This design comes from an exercise in tuning for small area on the open sky130 flow, not from production work. Function was checked by simulation only, so behaviour that the tests miss may differ from the original. No run shown here takes its clock network from TritonCTS; it comes from the design's own scripts or RTL. The clock input has no modelled driver; a real chip could not lean on it and would need a root buffer or a full tree. Power and IR drop assume default switching activity.

===== flow/design.v =====
module Clock_one #(parameter MAINCLOCK = 15)
	(
	 input    clk,
	 input    rst,
	 input    [1:0]swch,
	 input 	 BUT1,
	 input 	 BUT2,
	 output   [15:0]OUTCR
	 );
function [3:0] inc10(input [3:0] q);
	inc10 = {q[3] ? !q[0] : (q[0] & q[1] & q[2]),
	         q[2] ^ (q[0] & q[1]),
	         q[1] ^ (q[0] & !q[3]),
	         !q[0]};
endfunction
function [2:0] inc6(input [2:0] q);
	inc6 = {q[2] ? !q[0] : (q[0] & q[1]),
	        q[1] ^ (q[0] & !q[2]),
	        !q[0]};
endfunction
function [5:0] inc24(input [5:0] h);
	if (h[5] & h[1] & h[0]) inc24 = 6'd0;
	else inc24 = {h[5] | (h[4] & h[3] & h[0]), h[4] ^ (h[3] & h[0]), inc10(h[3:0])};
endfunction
reg  [15:0] RG;
reg         tikTak;
wire        rg_last = RG[15] & RG[14] & RG[9] & RG[8] & RG[6] & RG[4];
always @(posedge clk) begin
	if (rst | rg_last) RG <= 16'd0;
	else RG <= RG + 1'b1;
	tikTak <= !rst & rg_last;
end
wire sec1KHZ   = (RG[5:0] == 6'h28);
wire SETtikTak = (RG[13:0] == 14'd12501);
wire [3:0]  db_in = {BUT2, BUT1, swch[1], swch[0]};
reg  [3:0]  db_d, db_v, db_full, db_deb;
reg  [11:0] db_cnt;
integer i;
always @(posedge clk)
	if (rst) begin
		db_d    <= 4'b0;
		db_v    <= 4'b0;
		db_full <= 4'hf;
		db_deb  <= 4'b0;
	end
	else if (sec1KHZ) begin
		db_d <= db_in;
		db_v <= db_d;
		for (i = 0; i < 4; i = i + 1) begin
			if (db_full[i]) db_deb[i] <= db_v[i];
			if (db_d[i] != db_v[i]) db_full[i] <= 1'b0;
			else if (&db_cnt[3*i +: 3]) db_full[i] <= 1'b1;
		end
	end
always @(posedge clk)
	if (sec1KHZ)
		for (i = 0; i < 4; i = i + 1)
			db_cnt[3*i +: 3] <= (db_d[i] != db_v[i]) ? 3'd0 : db_cnt[3*i +: 3] + 1'b1;
wire in_BUT3 = db_deb[0];    
wire in_BUT4 = db_deb[1];    
wire in_BUT1 = db_deb[2];
wire in_BUT2 = db_deb[3];
wire mode_set   = in_BUT3 & in_BUT4;
wire mode_alarm = !in_BUT3 & !in_BUT4;
reg  [1:0] dyn_g;
always @(posedge clk)
	if (rst) dyn_g <= 2'b0;
	else if (sec1KHZ) dyn_g <= {dyn_g[0], !dyn_g[1]};
reg  [3:0] Reg_milisecth, Reg_milisecsec, Reg_milisecfrst;
wire ms_c0 = Reg_milisecth[3] & Reg_milisecth[0];
wire ms_c1 = ms_c0 & Reg_milisecsec[3] & Reg_milisecsec[0];
always @(posedge clk)
	if (rst) begin
		Reg_milisecth   <= 4'd0;
		Reg_milisecsec  <= 4'd0;
		Reg_milisecfrst <= 4'd0;
	end
	else if (sec1KHZ) begin
		Reg_milisecth <= inc10(Reg_milisecth);
		if (ms_c0) Reg_milisecsec <= inc10(Reg_milisecsec);
		if (ms_c1) Reg_milisecfrst <= inc10(Reg_milisecfrst);
	end
reg  [3:0] Reg_secundes;
reg  [2:0] Reg_secten;
reg  [3:0] Reg_minutes;
reg  [2:0] Reg_minten;
reg  [3:0] Reg_HourJun;
reg  [1:0] Reg_HourSen;
wire sec9     = Reg_secundes[3] & Reg_secundes[0];
wire sec59    = sec9 & Reg_secten[2] & Reg_secten[0];
wire min9     = Reg_minutes[3] & Reg_minutes[0];
wire min59    = min9 & Reg_minten[2] & Reg_minten[0];
wire min_inc  = (mode_set & SETtikTak & !in_BUT2) | (tikTak & sec59);
wire hour_inc = (mode_set & SETtikTak & !in_BUT1) | (tikTak & sec59 & min59);
always @(posedge clk)
	if (rst) begin
		Reg_secundes <= 4'd0;
		Reg_secten   <= 3'd0;
		Reg_minutes  <= 4'd0;
		Reg_minten   <= 3'd0;
		{Reg_HourSen, Reg_HourJun} <= 6'd0;
	end
	else begin
		if (tikTak) Reg_secundes <= inc10(Reg_secundes);
		if (tikTak & sec9) Reg_secten <= inc6(Reg_secten);
		if (min_inc) Reg_minutes <= inc10(Reg_minutes);
		if (min_inc & min9) Reg_minten <= inc6(Reg_minten);
		if (hour_inc) {Reg_HourSen, Reg_HourJun} <= inc24({Reg_HourSen, Reg_HourJun});
	end
reg prev_BUT1, prev_BUT2;
always @(posedge clk) begin
	prev_BUT1 <= !rst & in_BUT1;
	prev_BUT2 <= !rst & in_BUT2;
end
reg [3:0] Reg_HourTT;
reg [1:0] Reg_TT;
reg [3:0] Reg_minTT;
reg [2:0] Reg_mTT;
wire amin_inc  = prev_BUT2 & !in_BUT2 & mode_alarm;
wire ahour_inc = prev_BUT1 & !in_BUT1 & mode_alarm;
always @(posedge clk)
	if (rst) begin
		{Reg_TT, Reg_HourTT} <= 6'd0;
		Reg_minTT <= 4'd5;
		Reg_mTT   <= 3'd0;
	end
	else begin
		if (ahour_inc) {Reg_TT, Reg_HourTT} <= inc24({Reg_TT, Reg_HourTT});
		if (amin_inc) Reg_minTT <= inc10(Reg_minTT);
		if (amin_inc & Reg_minTT[3] & Reg_minTT[0]) Reg_mTT <= inc6(Reg_mTT);
	end
reg ALARM;
always @(posedge clk)
	ALARM <= RG[15] & ({Reg_HourSen, Reg_HourJun, Reg_minten, Reg_minutes}
	                   == {Reg_TT, Reg_HourTT, Reg_mTT, Reg_minTT});
reg [4:0] beep_cnt;
reg       clk_1k;
wire      beep_top = beep_cnt[4] & beep_cnt[3];    
always @(posedge clk) begin
	if (rst | beep_top) beep_cnt <= 5'd0;
	else beep_cnt <= beep_cnt + 1'b1;
	if (rst) clk_1k <= 1'b0;
	else if (beep_top & ALARM) clk_1k <= !clk_1k;
end
reg [3:0] digit;
always @* begin
	case ({in_BUT4, in_BUT3, dyn_g})
		4'b0000: digit = Reg_minTT;
		4'b0001: digit = {1'b0, Reg_mTT};
		4'b0011: digit = Reg_HourTT;
		4'b0010: digit = {2'b0, Reg_TT};
		4'b0100: digit = Reg_secundes;
		4'b0101: digit = {1'b0, Reg_secten};
		4'b0111: digit = Reg_minutes;
		4'b0110: digit = {1'b0, Reg_minten};
		4'b1000: digit = Reg_milisecth;
		4'b1001: digit = Reg_milisecsec;
		4'b1011: digit = Reg_milisecfrst;
		4'b1010: digit = Reg_secundes;
		4'b1100: digit = Reg_minutes;
		4'b1101: digit = {1'b0, Reg_minten};
		4'b1111: digit = Reg_HourJun;
		default: digit = {2'b0, Reg_HourSen};
	endcase
end
wire A = digit[3], B = digit[2], C = digit[1], D = digit[0];
assign OUTCR[10] = A | C | (B & D) | (!B & !D);
assign OUTCR[9]  = !B | (C & D) | (!C & !D);
assign OUTCR[8]  = B | !C | D;
assign OUTCR[7]  = A | (!B & !D) | (!B & C) | (C & !D) | (B & !C & D);
assign OUTCR[6]  = (!B & !D) | (C & !D);
assign OUTCR[5]  = A | (!C & !D) | (B & !C) | (B & !D);
assign OUTCR[4]  = A | (!B & C) | (B & !C) | (C & !D);
assign OUTCR[3] = dyn_g[1] | dyn_g[0];
assign OUTCR[2] = dyn_g[1] | !dyn_g[0];
assign OUTCR[1] = !(dyn_g[1] & dyn_g[0]);
assign OUTCR[0] = !dyn_g[1] | dyn_g[0];
assign OUTCR[11] = Reg_secundes[0];
assign OUTCR[12] = RG[15];
assign OUTCR[13] = clk_1k;
assign OUTCR[15:14] = 2'b11;
endmodule

===== flow/flow/run.sh =====
#!/bin/bash
# Own layout flow: the standard flow (standard.sh) with
#  - synthesis identical to the standard one up to technology mapping, but
#    with an area-oriented ABC script and without the half/full-adder cell
#    mapping; the smallest of a few ABC scripts is kept, and its registers
#    are checked against the standard synthesis (same names and cell types);
#  - in place of ORFS's clock tree, MY_CTS_K buffers fed by the clock port,
#    each driving a compact group of registers (cts_clusters.tcl);
#  - the smallest buffer on every port.
# Every tool's output goes to a log file in this folder.
set -euo pipefail
W=$PWD
P=$FLOW_PLATFORM

# synth_recipe.tcl with the abc override after its first line.
{ head -1 synth_recipe.tcl; cat flow/abc_proc.tcl; tail -n +2 synth_recipe.tcl; } > synth_area.tcl

# standard.sh's make command with another WORK_HOME and synthesis script.
variant() { # variant WORK_HOME SYNTH_SCRIPT_AND_EXTRA > script
  sed -e "s#WORK_HOME=[^ ]*#WORK_HOME=$1#" -e "s#SYNTH_SCRIPT=[^ ]*#SYNTH_SCRIPT=$2#" standard.sh
}
regs() { grep -E '^\s*sky130_fd_sc_hd__[a-z0-9_]+ ' "$1" | awk '$1 ~ /__(df|edf|sdf|dl)/ {print $1, $2}' | sort; }
area() { grep 'Chip area' "$1" | awk '{print $NF}'; }

# Standard synthesis, for reference.
variant "$W/std" "$W/synth_recipe.tcl" > std.sh
bash std.sh synth > std_synth.log 2>&1
regs std/results/$P/Clock_one/base/1_2_yosys.v > std_regs.txt
echo "standard synthesis: $(area std/reports/$P/Clock_one/base/synth_stat.txt) um2, $(wc -l < std_regs.txt) registers"

best=""; best_area=""
for s in flow/abc_*.script; do
  n=$(basename $s .script)
  variant "$W/try_$n" "$W/synth_area.tcl ADDER_MAP_FILE=" > try_$n.sh
  MY_ABC_SCRIPT=$W/$s bash try_$n.sh synth > synth_$n.log 2>&1 || { echo "$n: synthesis failed"; continue; }
  regs try_$n/results/$P/Clock_one/base/1_2_yosys.v > regs_$n.txt
  if ! cmp -s regs_$n.txt std_regs.txt; then echo "$n: registers differ from the standard synthesis"; continue; fi
  a=$(area try_$n/reports/$P/Clock_one/base/synth_stat.txt)
  echo "$n: $a um2"
  if [[ -z "$best" ]] || awk "BEGIN{exit !($a < $best_area)}"; then best=$n; best_area=$a; fi
done
[[ -n "$best" ]] || { echo "no area synthesis kept the standard registers"; exit 1; }
echo "using $best"

variant "$W/orfs" "$W/synth_area.tcl ADDER_MAP_FILE=" > area.sh
MY_ABC_SCRIPT=$W/flow/$best.script bash area.sh synth > synth.log 2>&1
regs orfs/results/$P/Clock_one/base/1_2_yosys.v > regs_final.txt
cmp regs_final.txt std_regs.txt

export PRE_CTS_TCL=$W/flow/cts_clusters.tcl
export MY_CTS_K=4 MY_CTS_LEAF=sky130_fd_sc_hd__buf_12 MY_CTS_ROOT=
export BUFFER_PORTS_ARGS="-buffer_cell sky130_fd_sc_hd__buf_1"
bash standard.sh > layout.log 2>&1
tail -3 layout.log

===== flow/flow/abc_a3.script =====
strash
ifraig
scorr
dc2
strash
&get -n
&dch -f
&nf
&put

===== flow/flow/abc_b3.script =====
strash
ifraig
scorr
dc2
strash
&get -n
&dch -f
&nf -R 1000
&put

===== flow/flow/abc_b5.script =====
strash
dc2
balance
rewrite
refactor
balance
rewrite
rewrite -z
balance
refactor -z
rewrite -z
balance
dc2
dch -f
&get -n
&nf -R 1000
&put

===== flow/flow/abc_c1.script =====
strash
ifraig
scorr
dc2
strash
dch -f
amap
topo

===== flow/flow/abc_c4.script =====
strash
ifraig
scorr
dc2
strash
&get -n
&dch -f
&nf -R 1000
&put
strash
&get -n
&dch -f
&nf -R 1000
&put

===== flow/flow/abc_c5.script =====
strash
ifraig
scorr
dc2
strash
&get -n
&dch -f
&nf -R 10000 -E 1000
&put

===== flow/flow/abc_proc.tcl =====
# Added to synth_recipe.tcl: Yosys's abc call runs the ABC script named by
# MY_ABC_SCRIPT instead of ORFS's speed script. Everything before it (and so
# every register) is as in the standard synthesis.
proc abc {args} {
  set i [lsearch -exact $args -script]
  if { $i >= 0 && [info exists ::env(MY_ABC_SCRIPT)] } {
    set args [lreplace $args [expr {$i + 1}] [expr {$i + 1}] $::env(MY_ABC_SCRIPT)]
  }
  yosys abc {*}$args
}

===== flow/flow/cts_clusters.tcl =====
# Sourced before ORFS's CTS step: its clock_tree_synthesis call instead
# builds a two-level clock tree. The clock pins are split by recursive
# bisection into MY_CTS_K groups of nearly equal size, each driven by one
# MY_CTS_LEAF buffer at its centre; a MY_CTS_ROOT buffer at the centre of the
# leaf buffers drives them from the clock port.
proc cts_bisect {items k} {
  if {$k <= 1 || [llength $items] <= 1} { return [list $items] }
  set xs {}; set ys {}
  foreach it $items { lappend xs [lindex $it 0]; lappend ys [lindex $it 1] }
  set xs [lsort -real $xs]; set ys [lsort -real $ys]
  set dx [expr {[lindex $xs end] - [lindex $xs 0]}]
  set dy [expr {[lindex $ys end] - [lindex $ys 0]}]
  set idx [expr {$dx >= $dy ? 0 : 1}]
  set items [lsort -real -index $idx $items]
  set k1 [expr {$k / 2}]
  set n1 [expr {int(round([llength $items] * double($k1) / $k))}]
  return [concat [cts_bisect [lrange $items 0 [expr {$n1 - 1}]] $k1] \
                 [cts_bisect [lrange $items $n1 end] [expr {$k - $k1}]]]
}

proc clock_tree_synthesis {args} {
  set dbu [[ord::get_db_block] getDbUnitsPerMicron]
  set items {}
  foreach p [get_pins -of_objects [get_nets clk]] {
    if {[get_property $p direction] ne "input"} { continue }
    set b [[sta::sta_to_db_inst [get_cells -of_objects $p]] getBBox]
    lappend items [list [expr {([$b xMin] + [$b xMax]) / 2.0 / $dbu}] \
                        [expr {([$b yMin] + [$b yMax]) / 2.0 / $dbu}] $p]
  }
  set groups [cts_bisect $items $::env(MY_CTS_K)]
  set i 0; set lx 0.0; set ly 0.0
  foreach g $groups {
    set sx 0.0; set sy 0.0; set pins {}
    foreach it $g {
      set sx [expr {$sx + [lindex $it 0]}]; set sy [expr {$sy + [lindex $it 1]}]
      lappend pins [lindex $it 2]
    }
    set x [expr {$sx / [llength $g]}]; set y [expr {$sy / [llength $g]}]
    set lx [expr {$lx + $x}]; set ly [expr {$ly + $y}]
    puts "clock leaf $i: $::env(MY_CTS_LEAF) for [llength $g] pins at ($x, $y)"
    insert_buffer -buffer_cell $::env(MY_CTS_LEAF) -net clk -load_pins $pins \
      -location [list $x $y] -buffer_name clkbuf_leaf_$i -net_name clknet_leaf_$i
    incr i
  }
  if {[info exists ::env(MY_CTS_ROOT)] && $::env(MY_CTS_ROOT) ne ""} {
    set x [expr {$lx / $i}]; set y [expr {$ly / $i}]
    puts "clock root: $::env(MY_CTS_ROOT) for $i leaves at ($x, $y)"
    insert_buffer -buffer_cell $::env(MY_CTS_ROOT) -net clk -location [list $x $y] \
      -buffer_name clkbuf_root -net_name clknet_root
  }
  set_propagated_clock [all_clocks]
}

===== flow/standard.sh =====
#!/bin/bash
# synth_recipe.tcl (not shown) runs the flow's synth.tcl, then flattens the netlist and writes it again
# the make line also repeats each setting of config.mk as NAME=value (left out here)
make -C /OpenROAD-flow-scripts/flow DESIGN_CONFIG=/design/flow/config.mk WORK_HOME=/design/flow/orfs CLKGATE_MAP_FILE= SYNTH_SCRIPT=/design/flow/synth_recipe.tcl "${@:-finish}"

===== flow/config.mk =====
export PLATFORM = sky130hd
export DESIGN_NAME = Clock_one
export DESIGN_NICKNAME = Clock_one
export VERILOG_FILES = /design/flow/design.v
export SDC_FILE = /design/flow/constraint.sdc
export NUM_CORES = 4
export LEC_CHECK = 0
export CAP_MARGIN = 20
export CORE_MARGIN = 2
export CORE_UTILIZATION = 80
export SLEW_MARGIN = 20

===== flow/constraint.sdc =====
create_clock -name core_clock -period 10.0 [get_ports {clk}]
set_input_delay 2.0000 -clock core_clock [delete_from_list [all_inputs] [get_ports {clk}]]
set_output_delay 2.0000 -clock core_clock [all_outputs]
set_load 0.01 [all_outputs]

==> impl_metrics.tcl, run 1 <==
set metrics [dict create \
    grt_first_pass_wirelength_um 16800 \
    grt_setup_unrepaired "false" \
    synthMuxAreaShare_pct 0 \
    switching_share_pct 18.3 \
    grt_pass1_vias 3684 \
    globalplace.congestion 0.994 \
    setup_tns_ps 0 \
    cp-start-kind "flop" \
    setup_viol 0 \
    leakage_nw 1.61 \
    yosys_most_used_dff "dfxtp_1" \
    ys_seq_area_share_pct 50.0 \
    skew_ps 9.32 \
    use_met1_pct 41.4 \
    post_drt_wl_per_cell_um 17.3 \
    avgSynthCellArea_um2 8.62 \
    preCtsSetupSlack_ps 5500 \
    first_pass_iters 6 \
    path_max_fanout 9 \
    postSynthCellCount 497 \
    path_clk_slew_ps 100 \
    rows 26 \
    p_sw_w 0.000107 \
    fillers 278 \
    drive_gt1_share_pct 1.35 \
    synth_edf_count 12 \
    period_share_pct 47.6 \
    use_met3_pct 3.18 \
    dp_hpwl_um 7410 \
    reg2regPathDepth 9 \
    peakVddDrop_mv 0.147 \
    grt_overflow 0 \
    min_period_ps 4760 \
    powerDensity_mw_per_mm2 130 \
    grt_usage_pct 33.8 \
    ys_seq_elements 101 \
    grt_max_degree 62 \
    syn2layout_area_growth_pct 5.17 \
    dieArea_mm2 0.00596 \
    seq_area_mm2 0.00214 \
    synth-xor-area-share_pct 2.86 \
    worstHoldPathCells 1 \
    seqPwrFrac_pct 70.3 \
    worstMarginPinSlew_ps 861 \
    drc 0 \
    via_count 3940 \
    outcome "complete, no violations" \
    die_y_um 77.2 \
    slew_headroom_pct 42.2 \
    hp-class "flop to flop" \
    cp.arrival_ps 2760 \
    yosysUniqueCellTypes 38 \
    hold_violations 0 \
    antennaDiodeCount 0 \
    wirelength_um 10200 \
    crit_type "flop to output pin" \
    cp_data_required_time_ps 8000 \
    core_mm2 0.00514 \
    maxCapViolations 0 \
    drt-initial-drc-count 482 \
    multi_input_area_mm2 0.00203 \
    die_w_um 77.2 \
    r2r-start "RG[0]" \
    port-buffer-count 19 \
    grtUsageMet2_pct 62.5 \
    end_kind "output pin" \
    cts_resized 0 \
    grt-busiest-layer "met2" \
    slew_violations 0 \
    ant_nets 0 \
    synth_top_family_by_area "simple AND/OR/NAND/NOR gates" \
    pwr-share-comb_pct 1.9 \
    crit_start "db_deb[1]" \
    p_int_w 0.000479 \
    dp_cells 584 \
    detail_route.vias_per_cell 6.70 \
    async_flop_share_pct 0 \
    io_pins 22 \
    hold_start "beep_cnt[0]" \
    yosys.area_share.simple_pct 26.9 \
    synth_compound_area_share_pct 17.5 \
    p_clk_share_pct 27.8 \
    fmax_mhz 210 \
    antenna_found_initial 0 \
    nets 526 \
    cts_setup_buffers 0 \
    cts_hold_buf 0 \
    synthAdderAreaFrac_pct 0 \
    total_power_w 0.000586 \
    layoutNonFillerInstCount 588 \
    worst_slack_ps 5240 \
    initial_core_util_pct 83.3 \
    yosys_warnings 1 \
    clock_latency_ps 140 \
    synth.cell_area_mm2 0.00428 \
]
logic make-up (layout without fill, tap and decap cells):
| kind of cell | after synthesis | in the layout |
|---|---|---|
| AO/OA/AOI/OAI | 117 | 117 |
| other | 1 | 2 |
| XOR/XNOR | 14 | 14 |
| buffers and inverters | 25 | 45 |
| AND/OR/NAND/NOR | 239 | 239 |
| flip-flops | 101 | 101 |
synth_stat cells (7+ instances only):
cell type,instances,share of area [%]
dfxtp_1,89,42
nor2_1,68,6.0
a21oi_1,55,6.4
nor3_1,52,6.1
nand2_1,42,3.7
and3_1,32,4.7
clkinv_1,20,1.8
edfxtp_1,12,8.4
nand3_1,9,1.1
o22ai_1,9,1.3
a211oi_1,8,1.4
and2_0,8,1.2
o21a_1,7,1.2
xnor2_1,7,1.4
xor2_1,7,1.4
routing by layer:
layer | wire length (µm) | vias up
li1 | - | 1850
met1 | 3910 | 1785
met2 | 5050 | 252
met3 | 807 | 53
met4 | 380 | 0
met5 | 0 | -
worst max-delay path, stage by stage, from the launching register on:
cell and delay (ps):
dfxtp_1 480, nand2b_1 220, o22ai_1 160, a222oi_1 400
nand4_1 160, a211oi_1 470, o21ai_0 260, nand2b_1 230
nand3b_1 90, buf_1 150
power by group through the flow:
stage	Clock, W	Combinational [W]	Sequential [W]
floorplan	0	0.00000606	0.000421
global placement	0	0.0000104	0.000421
detailed placement	0	0.0000109	0.000422
CTS	0.000162	0.0000108	0.000412
global route	0.000173	0.0000126	0.000412
finish	0.000163	0.0000111	0.000412
final timing paths:
path / end / slack (ps)
setup reg to reg: RG[14] / 7480
setup / recovery: OUTCR[7] / 5240
hold / removal: beep_cnt[0] / 480
hold reg to reg: beep_cnt[0] / 480
stage by stage:
stage,hold WS (ps),utilization [%],cell area [µm²]
after floorplan,431,-,4290
after global placement,444,86.1,4420
after detailed placement,464,86.1,4420
after CTS,486,87.6,4500
after global routing,508,87.6,4500
final,480,87.6,4500
placed cells by master, fill, tap and decap left out, types with 5 or more instances in the layout:
| master | count |
|---|---|
| or2_0 | 5 |
| and2_0 | 8 |
| clkinv_1 | 20 |
| o21a_1 | 7 |
| a211oi_1 | 8 |
| a21oi_1 | 55 |
| edfxtp_1 | 12 |
| nand3_1 | 9 |
| xor2_1 | 7 |
| nor3_1 | 52 |
| buf_1 | 18 |
| o22ai_1 | 9 |
| nand2_1 | 42 |
| xnor2_1 | 7 |
| and3_1 | 32 |
| nand4_1 | 6 |
| a22oi_1 | 6 |
| a222oi_1 | 6 |
| dfxtp_1 | 89 |
| nand2b_1 | 6 |
| nor2_1 | 68 |
| a221oi_1 | 5 |
sequential cells by signal, summed over array words and instances, names as in the netlist, 2 cells and up:
| signal | flops |
|---|---|
| RG | 16 |
| Reg_HourJun | 4 |
| Reg_HourSen | 2 |
| Reg_HourTT | 4 |
| Reg_TT | 2 |
| Reg_mTT | 3 |
| Reg_milisecfrst | 4 |
| Reg_milisecsec | 4 |
| Reg_milisecth | 4 |
| Reg_minTT | 4 |
| Reg_minten | 3 |
| Reg_minutes | 4 |
| Reg_secten | 3 |
| Reg_secundes | 4 |
| beep_cnt | 5 |
| db_cnt | 12 |
| db_d | 4 |
| db_deb | 4 |
| db_full | 4 |
| db_v | 4 |
| dyn_g | 2 |
layout make-up, clock buffers not listed:
| cell class | count | share of cell area, % |
|---|---|---|
| Tap cell | 70 | 1.94 |
| Inverter | 20 | 1.67 |
| Sequential cell | 101 | 47.6 |
| Multi-Input combinational cell | 372 | 45.1 |
| Timing Repair Buffer | 21 | 1.94 |
==> inputs of run 2 (changes only) <==
--- a/flow/design.v
+++ b/flow/design.v
@@ -63,11 +63,8 @@
 wire mode_set   = in_BUT3 & in_BUT4;
 wire mode_alarm = !in_BUT3 & !in_BUT4;
-reg  [1:0] dyn_g;
-always @(posedge clk)
-	if (rst) dyn_g <= 2'b0;
-	else if (sec1KHZ) dyn_g <= {dyn_g[0], !dyn_g[1]};
 reg  [3:0] Reg_milisecth, Reg_milisecsec, Reg_milisecfrst;
 wire ms_c0 = Reg_milisecth[3] & Reg_milisecth[0];
 wire ms_c1 = ms_c0 & Reg_milisecsec[3] & Reg_milisecsec[0];
+wire [1:0] dyn = {Reg_milisecth[1] ^ Reg_milisecsec[0], Reg_milisecth[0]};
 always @(posedge clk)
 	if (rst) begin
@@ -145,20 +142,20 @@
 reg [3:0] digit;
 always @* begin
-	case ({in_BUT4, in_BUT3, dyn_g})
+	case ({in_BUT4, in_BUT3, dyn})
 		4'b0000: digit = Reg_minTT;
 		4'b0001: digit = {1'b0, Reg_mTT};
-		4'b0011: digit = Reg_HourTT;
-		4'b0010: digit = {2'b0, Reg_TT};
+		4'b0010: digit = Reg_HourTT;
+		4'b0011: digit = {2'b0, Reg_TT};
 		4'b0100: digit = Reg_secundes;
 		4'b0101: digit = {1'b0, Reg_secten};
-		4'b0111: digit = Reg_minutes;
-		4'b0110: digit = {1'b0, Reg_minten};
+		4'b0110: digit = Reg_minutes;
+		4'b0111: digit = {1'b0, Reg_minten};
 		4'b1000: digit = Reg_milisecth;
 		4'b1001: digit = Reg_milisecsec;
-		4'b1011: digit = Reg_milisecfrst;
-		4'b1010: digit = Reg_secundes;
+		4'b1010: digit = Reg_milisecfrst;
+		4'b1011: digit = Reg_secundes;
 		4'b1100: digit = Reg_minutes;
 		4'b1101: digit = {1'b0, Reg_minten};
-		4'b1111: digit = Reg_HourJun;
+		4'b1110: digit = Reg_HourJun;
 		default: digit = {2'b0, Reg_HourSen};
 	endcase
@@ -172,8 +169,8 @@
 assign OUTCR[5]  = A | (!C & !D) | (B & !C) | (B & !D);
 assign OUTCR[4]  = A | (!B & C) | (B & !C) | (C & !D);
-assign OUTCR[3] = dyn_g[1] | dyn_g[0];
-assign OUTCR[2] = dyn_g[1] | !dyn_g[0];
-assign OUTCR[1] = !(dyn_g[1] & dyn_g[0]);
-assign OUTCR[0] = !dyn_g[1] | dyn_g[0];
+assign OUTCR[3] = dyn != 2'd0;
+assign OUTCR[2] = dyn != 2'd1;
+assign OUTCR[1] = dyn != 2'd2;
+assign OUTCR[0] = dyn != 2'd3;
 assign OUTCR[11] = Reg_secundes[0];
 assign OUTCR[12] = RG[15];
--- a/flow/config.mk
+++ b/flow/config.mk
@@ -6,6 +6,6 @@
 export NUM_CORES = 4
 export LEC_CHECK = 0
-export CAP_MARGIN = 20
+export CAP_MARGIN = 0
 export CORE_MARGIN = 2
 export CORE_UTILIZATION = 80
-export SLEW_MARGIN = 20
+export SLEW_MARGIN = 0
==> run 2 against run 1 <==
- total power decreased by 1.7%
- first-iteration DRC count increased by 16%
- synthesized area decreased by 1.1%
- clock power decreased by 2%
- critical path depth increased by 1
- combinational power increased by 9%
- critical path type unchanged
- sequential cell count decreased by 2
- via count decreased by 0.58%
- final cell count decreased by 2.0%
- register-to-register slack got worse by 330 ps
- largest power group unchanged
- sequential share of layout area decreased by 0.47 points
==> impl_metrics.tcl, run 2 <==
set metrics [dict create \
    drive_gt1_share_pct 1.58 \
    r2r-start "db_deb[1]" \
    grt_usage_pct 35.4 \
    drc 0 \
    async_flop_share_pct 0 \
    synthMuxAreaShare_pct 1.89 \
    final_common_cell "dfxtp_1" \
    crit_type "flop to output pin" \
    yosys_most_used_dff "dfxtp_1" \
    grt_overflow 0 \
    setup_viol 0 \
    grt_setup_unrepaired "false" \
    p_clk_share_pct 27.6 \
    skew_ps 10.4 \
    cp_data_required_time_ps 8000 \
    crit_start "Reg_milisecth[1]" \
    slew_headroom_pct 59.3 \
    clock_latency_ps 130 \
    pwr-share-comb_pct 2.1 \
    switching_share_pct 18.2 \
    crit_path_top_delay_cell "dfxtp_1" \
    die_w_um 76.8 \
    maxCapViolations 0 \
    synth-xor-area-share_pct 3.51 \
    grt_pass1_vias 3792 \
    preCtsSetupSlack_ps 5590 \
    yosysUniqueCellTypes 38 \
    hp-class "flop to flop" \
    synth_top_area_share_pct 41.1 \
    ant_nets 0 \
    avgSynthCellArea_um2 8.74 \
    post_drt_wl_per_cell_um 17.3 \
    dp_hpwl_um 6930 \
    min_period_ps 4640 \
    globalplace.congestion 1.08 \
    syn2layout_area_growth_pct 5.34 \
    cts_resized 0 \
    antennaDiodeCount 0 \
    path_depth 10 \
    slew_violations 0 \
    leakage_nw 1.58 \
    path_delay_family "simple AND/OR/NAND/NOR gates" \
    via_count 3917 \
    r2r-end "Reg_minten[1]" \
    postSynthCellCount 485 \
    powerDensity_mw_per_mm2 129 \
    regMostFlops "RG" \
    yosysTopAreaCell "dfxtp_1" \
    worst_slack_ps 5360 \
    slowest_delay_ps 430 \
    wirelength_um 9970 \
    synth_top_family_by_area "simple AND/OR/NAND/NOR gates" \
    synth_compound_area_share_pct 18.3 \
    grt_max_degree 61 \
    io_pins 22 \
    seqPwrFrac_pct 70.3 \
    ys_seq_elements 99 \
    grt_first_pass_wirelength_um 17500 \
    yosysMostFrequentCell "dfxtp_1" \
    worstSetupEndpoint "OUTCR[10]" \
    synth.cell_area_mm2 0.00424 \
    port-buffer-count 19 \
    path_clk_slew_ps 100 \
    ys_seq_area_share_pct 49.6 \
    core_mm2 0.00511 \
    detail_route.vias_per_cell 6.80 \
    crit_buf_inv 1 \
    path_max_fanout 6 \
    yosys.area_share.simple_pct 23.9 \
    layout.cells.most_common_list "dfxtp_1, nor2_1, a21oi_1" \
    setup_tns_ps 0 \
    die_y_um 76.8 \
    dieArea_mm2 0.00590 \
    outcome "complete, no violations" \
    yosys-top-cells-count "dfxtp_1, nor2_1, a21oi_1, nor3_1, nand2_1" \
    r2r_setup_slack_ps 7150 \
    nets 514 \
    first_pass_iters 6 \
    yosys_warnings 1 \
    end_kind "output pin" \
    p_sw_w 0.000105 \
    hold_violations 0 \
    worstMarginPinSlew_ps 610 \
    reg_top3 "RG x16, db_cnt x12, beep_cnt x5" \
    crit_chain "xor2_1 > nand2b_1 > nor3_1 > a22oi_1 > and3_1 > nand3_1 > nor2_1 > or2_0 > a211o_1 > buf_1" \
    fmax_mhz 215 \
    cp.arrival_ps 2640 \
    cp-start-kind "flop" \
    synthAdderAreaFrac_pct 0 \
    period_share_pct 46.4 \
    cts_hold_buf 0 \
    largest_reg_flops 16 \
    rows 26 \
    synth.area.top_cells "dfxtp_1, edfxtp_1, a21oi_1" \
    synth_edf_count 12 \
    reg2regPathDepth 9 \
    cts_setup_buffers 0 \
    peakVddDrop_mv 0.182 \
    initial_core_util_pct 83.0 \
    antenna_found_initial 0 \
    p_int_w 0.000472 \
    drt-initial-drc-count 557 \
]
## run 2: changes by cell type in the layout (fill, tap and decap cells not counted), moves of 3 or more
| cell | before | now |
|---|---|---|
| or2_0 | 5 | 8 |
| a22oi_1 | 6 | 10 |
| nor3_1 | 52 | 44 |
| nand3_1 | 9 | 12 |
| nand2_1 | 42 | 28 |
| a211oi_1 | 8 | 2 |
| mux2i_1 | 0 | 8 |
| o21ai_0 | 3 | 11 |
| and3_1 | 32 | 20 |
## run 2: cells by family after synthesis
| logic type | Yosys count |
|---|---|
| buffers and inverters | 25 |
| AOI/OAI and AO/OA | 124 |
| xor gates and xnor gates | 17 |
| and+or+nand+nor | 211 |
| DFF | 99 |
| other | 1 |
| muxes | 8 |
## run 2: how the worst min path moves through the flow
stage | from | end | cells past startpoint
2_1_floorplan | beep_cnt[0] | beep_cnt[0] | 1
3_3_place_gp | beep_cnt[0] | beep_cnt[0] | 1
3_5_place_dp | beep_cnt[0] | beep_cnt[0] | 1
4_1_cts | RG[14] | RG[14] | 1
5_1_grt | RG[14] | RG[14] | 1
6_report | RG[14] | RG[14] | 1
## run 2: final cells by class, clock buffers not listed
cell class / count / area (µm²)
Timing Repair Buffer: 21 / 87.6
Fill cell: 256 / 643
Inverter: 20 / 75.1
Tap cell: 70 / 87.6
Multi-Input combinational cell: 362 / 2030
Sequential cell: 99 / 2100
## run 2: power by group through the flow
stage / sequential [W] / clock [W] / combinational [W]
finish: 0.000405 / 0.000159 / 0.0000121
global route: 0.000405 / 0.000171 / 0.0000138
CTS: 0.000405 / 0.000158 / 0.0000117
detailed placement: 0.000414 / 0 / 0.0000115
global placement: 0.000413 / 0 / 0.0000109
floorplan: 0.000413 / 0 / 0.00000655
## run 2: metrics by stage
step | util (%) | std cells | cell area, µm² | hold slack [ps] | power, W
after floorplan | - | 486 | 4240 | 433 | 0.000420
after global placement | 85.8 | 572 | 4380 | 453 | 0.000424
after detailed placement | 85.8 | 572 | 4380 | 468 | 0.000425
after CTS | 87.4 | 576 | 4460 | 494 | 0.000575
after global routing | 87.4 | 576 | 4460 | 521 | 0.000590
final | 87.4 | 576 | 4460 | 494 | 0.000576
## run 2: routing by layer
layer | GRT usage, % | vias up | share of wire, %
met5 | 0 | - | 0
met4 | 8.36 | 0 | 2.6
met3 | 3.76 | 43 | 8.4
met2 | 64.1 | 259 | 50
met1 | 45.3 | 1809 | 39
li1 | - | 1806 | -
==> inputs of run 3 (changes only) <==
--- a/flow/config.mk
+++ b/flow/config.mk
@@ -6,6 +6,6 @@
 export NUM_CORES = 4
 export LEC_CHECK = 0
-export CAP_MARGIN = 0
+export CAP_MARGIN = 20
 export CORE_MARGIN = 2
 export CORE_UTILIZATION = 80
-export SLEW_MARGIN = 0
+export SLEW_MARGIN = 20
==> run 3 against run 2 <==
- register-to-register slack is essentially flat
- hold slack is the same
- synthesized cell count is the same
- clock skew is the same
- first-iteration DRC count is the same
- sequential share of layout area is the same
- core utilization is the same
- critical endpoint unchanged
- critical path type unchanged
- highest routed layer unchanged
- largest power group unchanged
==> impl_metrics.tcl, run 3 <==
set metrics [dict create \
    cp.arrival_ps 2640 \
    dpl_cell_area_mm2 0.00438 \
    io_pins 22 \
    slew_headroom_pct 59.3 \
    yosysMostFrequentCell "dfxtp_1" \
    fillers 256 \
    first_pass_iters 6 \
    period_share_pct 46.4 \
    dp_hpwl_um 6930 \
    wirelength_um 9970 \
    grt_max_degree 61 \
    preCtsSetupSlack_ps 5590 \
    initial_core_util_pct 83.0 \
    grt_pass1_vias 3792 \
    synth_top_area_share_pct 41.1 \
    nets 514 \
    grt-busiest-layer "met2" \
    ant_nets 0 \
    setup_tns_ps 0 \
    use_met3_pct 3.76 \
    fmax_mhz 215 \
    post_drt_wl_per_cell_um 17.3 \
    layoutNonFillerInstCount 576 \
    yosys-top-cells-count "dfxtp_1, nor2_1, a21oi_1, nor3_1, nand2_1" \
    die_y_um 76.8 \
    final_common_cell "dfxtp_1" \
    hp-class "flop to flop" \
    core_mm2 0.00511 \
    cp_data_required_time_ps 8000 \
    cts_hold_buf 0 \
    detail_route.vias_per_cell 6.80 \
    setup_viol 0 \
    grtUsageMet2_pct 64.1 \
    cp-start-kind "flop" \
    use_met1_pct 45.3 \
    drive_gt1_share_pct 1.58 \
    worstMarginPinSlew_ps 610 \
    yosys_warnings 1 \
    grt_usage_pct 35.4 \
    yosysUniqueCellTypes 38 \
    maxCapViolations 0 \
    antenna_found_initial 0 \
    path_max_fanout 6 \
    grt_overflow 0 \
    crit_type "flop to output pin" \
    layout.cells.most_common_list "dfxtp_1, nor2_1, a21oi_1" \
    die_w_um 76.8 \
    drc 0 \
    slew_violations 0 \
    ys_seq_area_share_pct 49.6 \
    dp_cells 572 \
    syn2layout_area_growth_pct 5.34 \
    min_period_ps 4640 \
    synth.area.top_cells "dfxtp_1, edfxtp_1, a21oi_1" \
    antennaDiodeCount 0 \
    yosys_most_used_dff "dfxtp_1" \
    via_count 3917 \
    synth.cell_area_mm2 0.00424 \
    drt-initial-drc-count 557 \
    clock_latency_ps 130 \
    stdcell_area_mm2 0.00446 \
    grt_setup_unrepaired "false" \
    rows 26 \
    total_power_w 0.000576 \
    port-buffer-count 19 \
    powerDensity_mw_per_mm2 129 \
    synth_edf_count 12 \
    path_clk_slew_ps 100 \
    yosysTopAreaCell "dfxtp_1" \
    leakage_nw 1.58 \
    reg_top3 "RG x16, db_cnt x12, beep_cnt x5" \
    cts_setup_buffers 0 \
    outcome "complete, no violations" \
    avgSynthCellArea_um2 8.74 \
    dieArea_mm2 0.00590 \
    peakVddDrop_mv 0.182 \
    largest_reg_flops 16 \
    ys_seq_elements 99 \
    postSynthCellCount 485 \
    end_kind "output pin" \
    skew_ps 10.4 \
    worst_slack_ps 5360 \
    globalplace.congestion 1.08 \
    regMostFlops "RG" \
    async_flop_share_pct 0 \
    hold_violations 0 \
    grt_first_pass_wirelength_um 17500 \
    cts_resized 0 \
]
run 3: cell counts after synthesis:
No cell type changed its count.
run 3: stage by stage:
stage / utilization, % / hold WS, ps
after detailed placement: 85.8 / 468
after CTS: 87.4 / 494
after global placement: 85.8 / 453
after global routing: 87.4 / 521
after floorplan: - / 433
final: 87.4 / 494
run 3: power breakdown:
group | switching (W) | internal (W)
logic | 0.00000831 | 0.00000381
registers | 0.00000240 | 0.000403
clock network | 0.0000940 | 0.0000652
total | 0.000105 | 0.000472
run 3: cells by family (layout without fill, tap and decap cells):
family | count (synthesis) | in the layout | share of synthesized area (%)
simple gates | 211 | 211 | 23.9
compound gates | 124 | 124 | 18.3
flops | 99 | 99 | 49.6
buf+inv | 25 | 45 | 2.66
xor+xnor | 17 | 17 | 3.51
mux | 8 | 8 | 1.89
other cells | 1 | 2 | 0.0885
run 3: final timing paths:
path / from / end / slack (ps) / cells past startpoint
hold reg to reg: RG[14] / RG[14] / 490 / 1
setup reg to reg: db_deb[1] / Reg_minten[1] / 7150 / 9
hold / removal: RG[14] / RG[14] / 490 / 1
setup / recovery: Reg_milisecth[1] / OUTCR[10] / 5360 / 10
run 3: layout make-up, clock buffers not listed:
type	count	area (µm²)	share of cell area, %
Sequential cell	99	2100	47.1
Tap cell	70	87.6	1.96
Inverter	20	75.1	1.68
Multi-Input combinational cell	362	2030	45.5
Timing Repair Buffer	21	87.6	1.96
run 3: per-layer routing:
layer / up-vias / share of wire, %
met4: 0 / 2.6
met1: 1809 / 39
met5: - / 0
li1: 1806 / -
met2: 259 / 50
met3: 43 / 8.4
run 3: critical path: stages, from the launching register on:
cell and delay [ps]:
dfxtp_1 430, xor2_1 260, nand2b_1 190, nor3_1 400, a22oi_1 170, and3_1 210, nand3_1 160, nor2_1 80
or2_0 230, a211o_1 280, buf_1 130
==> inputs of run 4 (changes only) <==
==> flow/flow/abc_e2.script (new file) <==
strash
ifraig
scorr
dc2
strash
&get -n
&dch -f
&nf -R 1000 -p -F 8 -A 4
&put
==> flow/flow/abc_e4.script (new file) <==
strash
ifraig
scorr
dc2
strash
&get -n
&dch -f
&nf -R 1000 -p -C 32
&put
==> flow/flow/abc_e7.script (new file) <==
strash
ifraig
scorr
dc2
strash
&get -n
&dch -f
&nf -R 1000 -p -C 32 -F 8 -A 4
&put
==> flow/flow/abc_e9.script (new file) <==
strash
ifraig
scorr
dc2
strash
&get -n
&dch -f
&nf -R 1000 -p -C 32
&put
strash
&get -n
&dch -f
&nf -R 1000 -p -C 32
&put
removed: flow/flow/abc_a3.script
removed: flow/flow/abc_b5.script
removed: flow/flow/abc_c1.script
==> run 4 against run 3 <==
- clock power is essentially flat
- total power shrank 0.23%
- core utilization shrank 0.69 points
- maximum frequency shrank 2.6%
- global-route usage shrank 2.4 points
- sequential cell count is the same
- critical path type unchanged
- critical endpoint unchanged
==> impl_metrics.tcl, run 4 <==
set metrics [dict create \
    outcome "complete, no violations" \
    seqPwrFrac_pct 70.3 \
    worst_path_most_repeated_cell "nor2_1" \
    p_int_w 0.000471 \
    worstMarginPinSlew_ps 631 \
    io_pins 22 \
    slew_violations 0 \
    synth_top_area_share_pct 41.4 \
    grt_setup_unrepaired "false" \
    slew_headroom_pct 57.9 \
    cts_resized 0 \
    synth.area.top_cells "dfxtp_1, edfxtp_1, nor2_1" \
    ant_nets 0 \
    reg_top3 "RG x16, db_cnt x12, beep_cnt x5" \
    grt_max_degree 61 \
    regMostFlops "RG" \
    antenna_found_initial 0 \
    port-buffer-count 19 \
    dp_hpwl_um 6890 \
    die_y_um 76.5 \
    async_flop_share_pct 0 \
    maxCapViolations 0 \
    yosysMostFrequentCell "dfxtp_1" \
    yosys_warnings 1 \
    layout.cells.most_common_list "dfxtp_1, nor2_1, a21oi_1" \
    cp-start-kind "flop" \
    final_common_cell "dfxtp_1" \
    use_met3_pct 2.37 \
    worst_slack_ps 5230 \
    nets 504 \
    ys_seq_area_share_pct 50.0 \
    first_pass_iters 6 \
    drc 0 \
    core_mm2 0.00511 \
    globalplace.congestion 0.983 \
    hold_violations 0 \
    slowest_delay_ps 570 \
    layoutNonFillerInstCount 566 \
    pwr-share-comb_pct 1.9 \
    path_clk_slew_ps 100 \
    setup_viol 0 \
    ys_seq_elements 99 \
    cts_hold_buf 0 \
    grtUsageMet2_pct 58.6 \
    path_max_fanout 6 \
    end_kind "output pin" \
    leakage_nw 1.64 \
    rows 26 \
    yosysUniqueCellTypes 40 \
    dp_cells 562 \
    post_drt_wl_per_cell_um 16.8 \
    yosys_most_used_dff "dfxtp_1" \
    avgSynthCellArea_um2 8.84 \
    crit_path_top_delay_cell "or4_1" \
    peakVddDrop_mv 0.128 \
    p_sw_w 0.000104 \
    cp.arrival_ps 2770 \
    p_clk_share_pct 27.7 \
    wirelength_um 9510 \
    synth.cell_area_mm2 0.00421 \
    cp_data_required_time_ps 8000 \
    detail_route.vias_per_cell 6.60 \
    period_share_pct 47.7 \
    grt_usage_pct 33.0 \
    grt_pass1_vias 3598 \
    yosys-top-cells-count "dfxtp_1, nor2_1, a21oi_1, nor3_1, nand2_1" \
    grt-busiest-layer "met2" \
    synth_edf_count 12 \
    crit_type "flop to output pin" \
    die_w_um 76.5 \
    cts_setup_buffers 0 \
    switching_share_pct 18.0 \
    dieArea_mm2 0.00586 \
    min_period_ps 4770 \
    via_count 3733 \
    postSynthCellCount 476 \
    preCtsSetupSlack_ps 5520 \
    use_met1_pct 43.0 \
    antennaDiodeCount 0 \
    largest_reg_flops 16 \
    fmax_mhz 210 \
    drt-initial-drc-count 517 \
    hp-class "flop to flop" \
    skew_ps 8.06 \
    utilization_pct 86.7 \
    grt_first_pass_wirelength_um 16200 \
    initial_core_util_pct 82.4 \
    setup_tns_ps 0 \
    grt_overflow 0 \
    whs_ps 476 \
    clock_latency_ps 130 \
    drive_gt1_share_pct 1.41 \
    yosysTopAreaCell "dfxtp_1" \
    syn2layout_area_growth_pct 5.26 \
    crit_chain "xor2_1 > or2_0 > nor3_1 > a222oi_1 > nand2_1 > or4_1 > nor2_1 > nor2_1 > nand3_1 > buf_1" \
    powerDensity_mw_per_mm2 130 \
]
[run 4: cell count changes after synthesis, moves of 5 or more]
cell      delta
a21oi_1      -9
a22oi_1      -5
clkinv_1    -11
nor2_1      +11
nor3b_1      +7
[run 4: routing by layer]
metal	vias to the layer above	wire length, µm
li1	1779	-
met1	1717	3910
met2	204	4620
met3	33	685
met4	0	287
met5	-	0
[run 4: layout make-up, clock buffers not listed]
class / count / area, µm²
inverter: 9 / 33.8
sequential: 99 / 2100
multi-input combinational: 364 / 2040
timing repair buffer: 20 / 82.6
fill: 292 / 678
tap: 70 / 87.6
[run 4: stage by stage]
step / area [µm²] / power [W]
6_report: 4430 / 0.000575
5_1_grt: 4430 / 0.000590
4_1_cts: 4430 / 0.000575
3_5_place_dp: 4350 / 0.000424
3_3_place_gp: 4350 / 0.000423
2_1_floorplan: 4210 / 0.000419
[run 4: final timing paths]
path,start,to,slack [ps],cells after the start
setup / recovery,Reg_milisecth[1],OUTCR[10],5230,10
hold / removal,beep_cnt[0],beep_cnt[0],480,1
setup reg to reg,db_deb[0],Reg_HourJun[3],7220,9
hold reg to reg,beep_cnt[0],beep_cnt[0],480,1
[run 4: cell families (layout without fill, tap and decap cells)]
group / count (synthesis) / in the layout / synth area share, %
simple gates: 232 / 232 / 26.9
compound gates: 104 / 104 / 15.7
flops: 99 / 99 / 50.0
xor+xnor: 18 / 18 / 3.75
buf+inv: 14 / 33 / 1.69
mux: 8 / 8 / 1.90
other cells: 1 / 2 / 0.0891
[run 4: power by group through the flow]
stage,logic (W),clock network (W),registers [W]
after floorplan,0.00000606,0,0.000413
after global placement,0.0000102,0,0.000413
after detailed placement,0.0000108,0,0.000413
after CTS,0.0000108,0.000159,0.000404
after global routing,0.0000125,0.000173,0.000404
final,0.0000111,0.000159,0.000404
[run 4: critical path, delay by kind of cell (launching register included)]
kind                      cells  cell delay, ps
buffers and inverters         1             150
xor gates and xnor gates      1             300
and+or+nand+nor               7            1400
DFF                           1             450
AOI/OAI and AO/OA             1             330
==> inputs of run 5 (changes only) <==
--- a/flow/design.v
+++ b/flow/design.v
@@ -34,27 +34,31 @@
 wire SETtikTak = (RG[13:0] == 14'd12501);
 wire [3:0]  db_in = {BUT2, BUT1, swch[1], swch[0]};
-reg  [3:0]  db_d, db_v, db_full, db_deb;
-reg  [11:0] db_cnt;
+reg  [3:0]  db_deb;
+reg  [15:0] db_c;
+reg  [15:0] db_nc;
+reg  [3:0]  db_flip;
+reg         c3, c2, c1, c0, m;
 integer i;
+always @* begin
+	for (i = 0; i < 4; i = i + 1) begin
+		{c3, c2, c1, c0} = db_c[4*i +: 4];
+		m = db_in[i] ^ db_deb[i];
+		db_flip[i] = c3 & c1;
+		db_nc[4*i +: 4] = {
+			(c3 & !c1 & c0) | (c3 & !c1 & m) | (c2 & c1 & c0 & m),
+			(c2 & !c0 & m) | (c2 & !c1 & m) | (!c3 & !c2 & c1 & c0 & m),
+			(!c1 & c0 & m) | (c3 & c0 & !m) | (!c3 & c1 & !c0 & m),
+			(!c3 & !c0 & m) | (!c1 & !c0 & m) | (c3 & !c1 & c0 & !m) | (c3 & c1 & !c0 & !m)};
+	end
+end
 always @(posedge clk)
 	if (rst) begin
-		db_d    <= 4'b0;
-		db_v    <= 4'b0;
-		db_full <= 4'hf;
-		db_deb  <= 4'b0;
+		db_deb <= 4'b0;
+		db_c   <= 16'b0;
 	end
 	else if (sec1KHZ) begin
-		db_d <= db_in;
-		db_v <= db_d;
-		for (i = 0; i < 4; i = i + 1) begin
-			if (db_full[i]) db_deb[i] <= db_v[i];
-			if (db_d[i] != db_v[i]) db_full[i] <= 1'b0;
-			else if (&db_cnt[3*i +: 3]) db_full[i] <= 1'b1;
-		end
+		db_deb <= db_deb ^ db_flip;
+		db_c   <= db_nc;
 	end
-always @(posedge clk)
-	if (sec1KHZ)
-		for (i = 0; i < 4; i = i + 1)
-			db_cnt[3*i +: 3] <= (db_d[i] != db_v[i]) ? 3'd0 : db_cnt[3*i +: 3] + 1'b1;
 wire in_BUT3 = db_deb[0];    
 wire in_BUT4 = db_deb[1];    
==> run 5 against run 4 <==
- still clean on timing, DRC and antenna
- core utilization fell by 0.76 points
- critical path depth unchanged
- die area decreased by 2.8%
- combinational power is 25% higher
- maximum frequency is 0.56% higher
- total power fell by 7.4%
- final cell count up 3.9%
- clock power is 4% lower
- largest power group unchanged
==> impl_metrics.tcl, run 5 <==
set metrics [dict create \
    yosysMostFrequentCell "dfxtp_1" \
    port-buffer-count 19 \
    hold_violations 0 \
    setup_tns_ps 0 \
    worstMarginPinSlew_ps 855 \
    min_period_ps 4740 \
    synth.cell_area_mm2 0.00409 \
    r2r_setup_slack_ps 7240 \
    dieArea_mm2 0.00569 \
    yosysTopAreaCell "dfxtp_1" \
    wirelength_um 9410 \
    antennaDiodeCount 0 \
    layout.cells.most_common_list "dfxtp_1, nor2_1, a21oi_1" \
    total_power_w 0.000532 \
    period_share_pct 47.4 \
    via_count 3906 \
    ys_seq_elements 91 \
    slew_violations 0 \
    die_y_um 75.5 \
    grt_setup_unrepaired "false" \
    path_clk_slew_ps 90 \
    crit_path_top_delay_cell "dfxtp_1" \
    detail_route.vias_per_cell 6.64 \
    drt-initial-drc-count 545 \
    core_mm2 0.00501 \
    setup_viol 0 \
    reg_top3 "RG x16, db_c x16, beep_cnt x5" \
    cts_resized 0 \
    crit_type "flop to output pin" \
    rows 26 \
    final_common_cell "dfxtp_1" \
    grt_overflow 0 \
    stdcell_area_mm2 0.00431 \
    avgSynthCellArea_um2 8.22 \
    path_max_fanout 6 \
    reg2regPathDepth 9 \
    ant_nets 0 \
    globalplace.congestion 0.943 \
    cp_data_required_time_ps 8000 \
    slew_headroom_pct 42.8 \
    die_w_um 75.5 \
    dp_hpwl_um 6850 \
    async_flop_share_pct 0 \
    yosys-top-cells-count "dfxtp_1, nor2_1, a21oi_1, nor3_1, nand2_1" \
    slowest_delay_ps 450 \
    drc 0 \
    grt_first_pass_wirelength_um 14900 \
    yosys_most_used_dff "dfxtp_1" \
    path_delay_family "compound AO/OA/AOI/OAI gates" \
    grt_pass1_vias 3387 \
    syn2layout_area_growth_pct 5.42 \
    crit_chain "xor2_1 > or2_0 > o22ai_1 > a222oi_1 > nand4_1 > a221o_1 > clkinv_1 > o21ai_0 > nand2b_1 > buf_1" \
    dpl_cell_area_mm2 0.00423 \
    drive_gt1_share_pct 1.35 \
    antenna_found_initial 0 \
    maxCapViolations 0 \
    io_pins 22 \
    peakVddDrop_mv 0.141 \
    end_kind "output pin" \
    cts_setup_buffers 0 \
    grt_max_degree 65 \
    grt_usage_pct 32.5 \
    outcome "complete, no violations" \
    clock_latency_ps 130 \
    r2r-end "Reg_minten[1]" \
    powerDensity_mw_per_mm2 124 \
    postSynthCellCount 497 \
    leakage_nw 1.58 \
    synth.area.top_cells "dfxtp_1, nor2_1, a21oi_1" \
    path_depth 10 \
    yosys_warnings 1 \
    skew_ps 8.76 \
    cts_hold_buf 0 \
    synth_top_area_share_pct 44.6 \
    first_pass_iters 8 \
    crit_start "Reg_milisecth[1]" \
    crit_buf_inv 2 \
    initial_core_util_pct 81.5 \
    nets 526 \
    ys_seq_area_share_pct 44.6 \
    yosysUniqueCellTypes 43 \
    worstSetupEndpoint "OUTCR[8]" \
    r2r-start "db_deb[1]" \
    cp-start-kind "flop" \
    post_drt_wl_per_cell_um 16.0 \
    hp-class "flop to flop" \
    cp.arrival_ps 2740 \
    fmax_mhz 211 \
    synth_edf_count 0 \
]
run 5: metal layers:
metal,vias up,routed length (µm),track usage (%)
li1,1873,-,-
met1,1796,3840,41.3
met2,192,4560,56.6
met3,45,655,4.50
met4,0,363,11.3
met5,-,0,0
run 5: final cells by class, clock buffers not listed:
class                   instances  area, µm²
fillers                       301        703
inverters                      13       48.8
multi-input cells             389       2180
flip-flops and latches         91       1820
well taps                      70       87.6
repair buffers                 21       87.6
run 5: worst min path at each step:
stage,startpoint,to,slack [ps],depth (start not counted)
detailed placement,RG[0],RG[0],460,1
CTS,RG[0],RG[0],480,1
floorplan,RG[0],RG[0],430,1
global placement,beep_cnt[0],beep_cnt[0],450,1
finish,RG[0],RG[0],480,1
global route,RG[0],RG[0],510,1
run 5: per-stage QoR:
step	setup slack [ps]	util (%)	hold WS (ps)	std cells
6_report	5260	86.0	478	588
5_1_grt	4970	86.0	515	588
4_1_cts	5330	86.0	481	588
3_5_place_dp	5510	84.4	461	584
3_3_place_gp	5630	84.4	445	584
2_1_floorplan	5800	-	431	498
run 5: where the power goes:
| group | internal [W] | switching [W] |
|---|---|---|
| clock network | 0.0000651 | 0.0000875 |
| registers | 0.000364 | 0.00000168 |
| logic | 0.00000423 | 0.00000969 |
run 5: kinds of logic (layout without fill, tap and decap cells):
logic type,count (synthesis),in the layout,share of synthesized area [%]
buffers and inverters,18,38,2.11
AND/OR/NAND/NOR,241,241,28.8
flip-flops,91,91,44.6
AO/OA/AOI/OAI,127,127,20.3
other,1,2,0.0918
XOR/XNOR,19,19,4.07
==> inputs of run 6 (changes only) <==
--- a/flow/design.v
+++ b/flow/design.v
@@ -24,11 +24,10 @@
 endfunction
 reg  [15:0] RG;
-reg         tikTak;
-wire        rg_last = RG[15] & RG[14] & RG[9] & RG[8] & RG[6] & RG[4];
-always @(posedge clk) begin
-	if (rst | rg_last) RG <= 16'd0;
+wire        tikTak = RG[15] & RG[14] & RG[9] & RG[8] & RG[6] & RG[4] & RG[0];
+wire        rg15 = RG[15] & !tikTak;
+always @(posedge clk)
+	if (rst) RG <= 16'd0;
+	else if (tikTak) RG <= 16'd1;
 	else RG <= RG + 1'b1;
-	tikTak <= !rst & rg_last;
-end
 wire sec1KHZ   = (RG[5:0] == 6'h28);
 wire SETtikTak = (RG[13:0] == 14'd12501);
@@ -133,5 +132,5 @@
 reg ALARM;
 always @(posedge clk)
-	ALARM <= RG[15] & ({Reg_HourSen, Reg_HourJun, Reg_minten, Reg_minutes}
+	ALARM <= rg15 & ({Reg_HourSen, Reg_HourJun, Reg_minten, Reg_minutes}
 	                   == {Reg_TT, Reg_HourTT, Reg_mTT, Reg_minTT});
 reg [4:0] beep_cnt;
@@ -178,5 +177,5 @@
 assign OUTCR[0] = dyn != 2'd3;
 assign OUTCR[11] = Reg_secundes[0];
-assign OUTCR[12] = RG[15];
+assign OUTCR[12] = rg15;
 assign OUTCR[13] = clk_1k;
 assign OUTCR[15:14] = 2'b11;
==> run 6 against run 5 <==
- worst setup slack got worse by 23 ps
- clock power barely moved
- synthesized cell count fell by 0.20%
- critical endpoint is now OUTCR[7]
- highest routed layer unchanged
==> impl_metrics.tcl, run 6 <==
set metrics [dict create \
    outcome "complete, no violations" \
    globalplace.congestion 1.01 \
    clock_latency_ps 130 \
    core_mm2 0.00482 \
    powerDensity_mw_per_mm2 124 \
    skew_ps 6.06 \
    dieArea_mm2 0.00567 \
    p_int_w 0.000429 \
    grt_first_pass_wirelength_um 16000 \
    fmax_mhz 210 \
    worst_slack_ps 5240 \
    avgSynthCellArea_um2 8.20 \
    preCtsSetupSlack_ps 5520 \
    via_count 3910 \
    cts_setup_buffers 0 \
    path_max_fanout 6 \
    period_share_pct 47.6 \
    grt_max_degree 65 \
    pwr-share-comb_pct 2.6 \
    port-buffer-count 19 \
    worstMarginPinSlew_ps 771 \
    yosysUniqueCellTypes 38 \
    die_y_um 75.3 \
    slew_violations 0 \
    multi_input_area_mm2 0.00218 \
    switching_share_pct 19.0 \
    reg_top3 "RG x16, db_c x16, beep_cnt x5" \
    drive_gt1_share_pct 1.35 \
    ys_seq_area_share_pct 44.3 \
    peakVddDrop_mv 0.125 \
    grt_usage_pct 35.5 \
    synth_edf_count 0 \
    crit_type "flop to output pin" \
    layout.cells.most_common_list "dfxtp_1, nor2_1, a21oi_1" \
    first_pass_iters 10 \
    crit_start "Reg_milisecth[1]" \
    p_clk_share_pct 29.1 \
    fillers 249 \
    ys_seq_elements 90 \
    setup_tns_ps 0 \
    leakage_nw 1.52 \
    hold_start "RG[14]" \
    io_pins 22 \
    detail_route.vias_per_cell 6.70 \
    dp_hpwl_um 6800 \
    maxCapViolations 0 \
    cp-start-kind "flop" \
    synth.cell_area_mm2 0.00407 \
    seq_area_mm2 0.00180 \
    nets 525 \
    yosys-top-cells-count "dfxtp_1, nor2_1, a21oi_1, nor3_1, nand2_1" \
    hold_violations 0 \
    grt_setup_unrepaired "false" \
    syn2layout_area_growth_pct 5.35 \
    drc 0 \
    r2r-start "RG[0]" \
    grt_pass1_vias 3587 \
    final_common_cell "dfxtp_1" \
    die_w_um 75.3 \
    yosysTopAreaCell "dfxtp_1" \
    wirelength_um 9710 \
    post_drt_wl_per_cell_um 16.6 \
    total_power_w 0.000531 \
    crit_path_top_delay_cell "dfxtp_1" \
    whs_ps 495 \
    min_period_ps 4760 \
    synth_top_area_share_pct 44.3 \
    path_delay_family "compound AO/OA/AOI/OAI gates" \
    yosys_warnings 1 \
    antennaDiodeCount 0 \
    seqPwrFrac_pct 68.3 \
    postSynthCellCount 496 \
    cp_data_required_time_ps 8000 \
    ant_nets 0 \
    utilization_pct 89.0 \
    cts_resized 0 \
    cp.arrival_ps 2760 \
    cts_hold_buf 0 \
    setup_viol 0 \
    async_flop_share_pct 0 \
    end_kind "output pin" \
    initial_core_util_pct 84.5 \
    crit_buf_inv 1 \
    rows 25 \
    yosysMostFrequentCell "dfxtp_1" \
    crit_chain "xor2_1 > nand2b_1 > o22ai_1 > a222oi_1 > nand4_1 > a221o_1 > a21oi_1 > nand2_1 > nand3_1 > buf_1" \
    p_sw_w 0.000101 \
    grt_overflow 0 \
    slew_headroom_pct 48.5 \
    drt-initial-drc-count 632 \
    path_clk_slew_ps 90 \
    synth.area.top_cells "dfxtp_1, nor2_1, a21oi_1" \
    antenna_found_initial 0 \
    yosys_most_used_dff "dfxtp_1" \
    hp-class "flop to flop" \
    slowest_delay_ps 440 \
]
## run 6: kinds of logic after synthesis
| logic type | after synthesis | share of synthesized area [%] |
|---|---|---|
| AND/OR/NAND/NOR | 233 | 28.0 |
| AO/OA/AOI/OAI | 132 | 20.7 |
| flip-flops | 90 | 44.3 |
| XOR/XNOR | 22 | 4.74 |
| buffers and inverters | 18 | 2.12 |
| other | 1 | 0.0922 |
## run 6: cell type report, clock buffers not listed
cell class,count,share of cell area [%]
multi-input cells,389,51.0
flip-flops and latches,90,42.0
repair buffers,21,2.04
well taps,67,1.96
inverters,13,1.14
## run 6: metal layers
| layer | wire length (µm) | part of all wire (%) | GRT usage, % | vias up |
|---|---|---|---|---|
| met4 | 408 | 4.2 | 11.7 | 0 |
| met1 | 3910 | 40 | 44.5 | 1785 |
| li1 | - | - | - | 1866 |
| met3 | 664 | 6.8 | 7.80 | 59 |
| met2 | 4720 | 49 | 61.2 | 200 |
| met5 | 0 | 0 | 0 | - |
## run 6: power groups by stage
stage                     Clock (W)  Combinational (W)  Sequential, W
final                      0.000154          0.0000136       0.000363
after global routing       0.000164          0.0000151       0.000363
after floorplan                   0         0.00000774       0.000370
after detailed placement          0          0.0000132       0.000370
after CTS                  0.000153          0.0000133       0.000363
after global placement            0          0.0000128       0.000370
## run 6: path summary, 6_finish.rpt
kind | to | slack (ps) | depth (start not counted)
setup / recovery | OUTCR[7] | 5240 | 10
hold / removal | RG[14] | 490 | 1
setup reg to reg | RG[14] | 7330 | 9
hold reg to reg | RG[14] | 490 | 1
## run 6: per-stage QoR
stage | area, µm² | instances
floorplan | 4070 | 497
global placement | 4210 | 580
detailed placement | 4210 | 580
CTS | 4290 | 584
global route | 4290 | 584
finish | 4290 | 584

port drivers added, routing unchanged:
How much do the figures lean on ideal ports? The routed layouts below were timed once more, with nothing changed but the port constraints. Step 1 (the two cells are an assumption about what drives the block):
set clk [get_ports {clk}]
set_driving_cell -lib_cell sky130_fd_sc_hd__clkbuf_16 $clk
set_driving_cell -lib_cell sky130_fd_sc_hd__buf_2 [delete_from_list [all_inputs] $clk]
Step 2 moves the port delays by t, midway between the first and last clock arrival at a register: inputs arrive t later, outputs are due t later. That takes back most of the time a late clock gives input paths. Three values: no drivers, after step 1, after step 2; two values: the first two.
run	t, ns	setup WS [ns]	hold WS [ns]	cell pins on the clock port's net
run 1	0.214	5.243 / 5.159 / 5.373	0.480 / 0.481 / 0.481	4
run 2	0.218	5.357 / 5.267 / 5.485	0.494 / 0.494 / 0.494	4
run 3	0.218	5.357 / 5.267 / 5.485	0.494 / 0.494 / 0.494	4
run 4	0.210	5.233 / 5.151 / 5.361	0.476 / 0.476 / 0.476	4
run 5	0.207	5.260 / 5.175 / 5.382	0.478 / 0.478 / 0.478	4
run 6	0.209	5.237 / 5.151 / 5.360	0.495 / 0.495 / 0.495	4
After both steps every run listed still meets setup and hold.
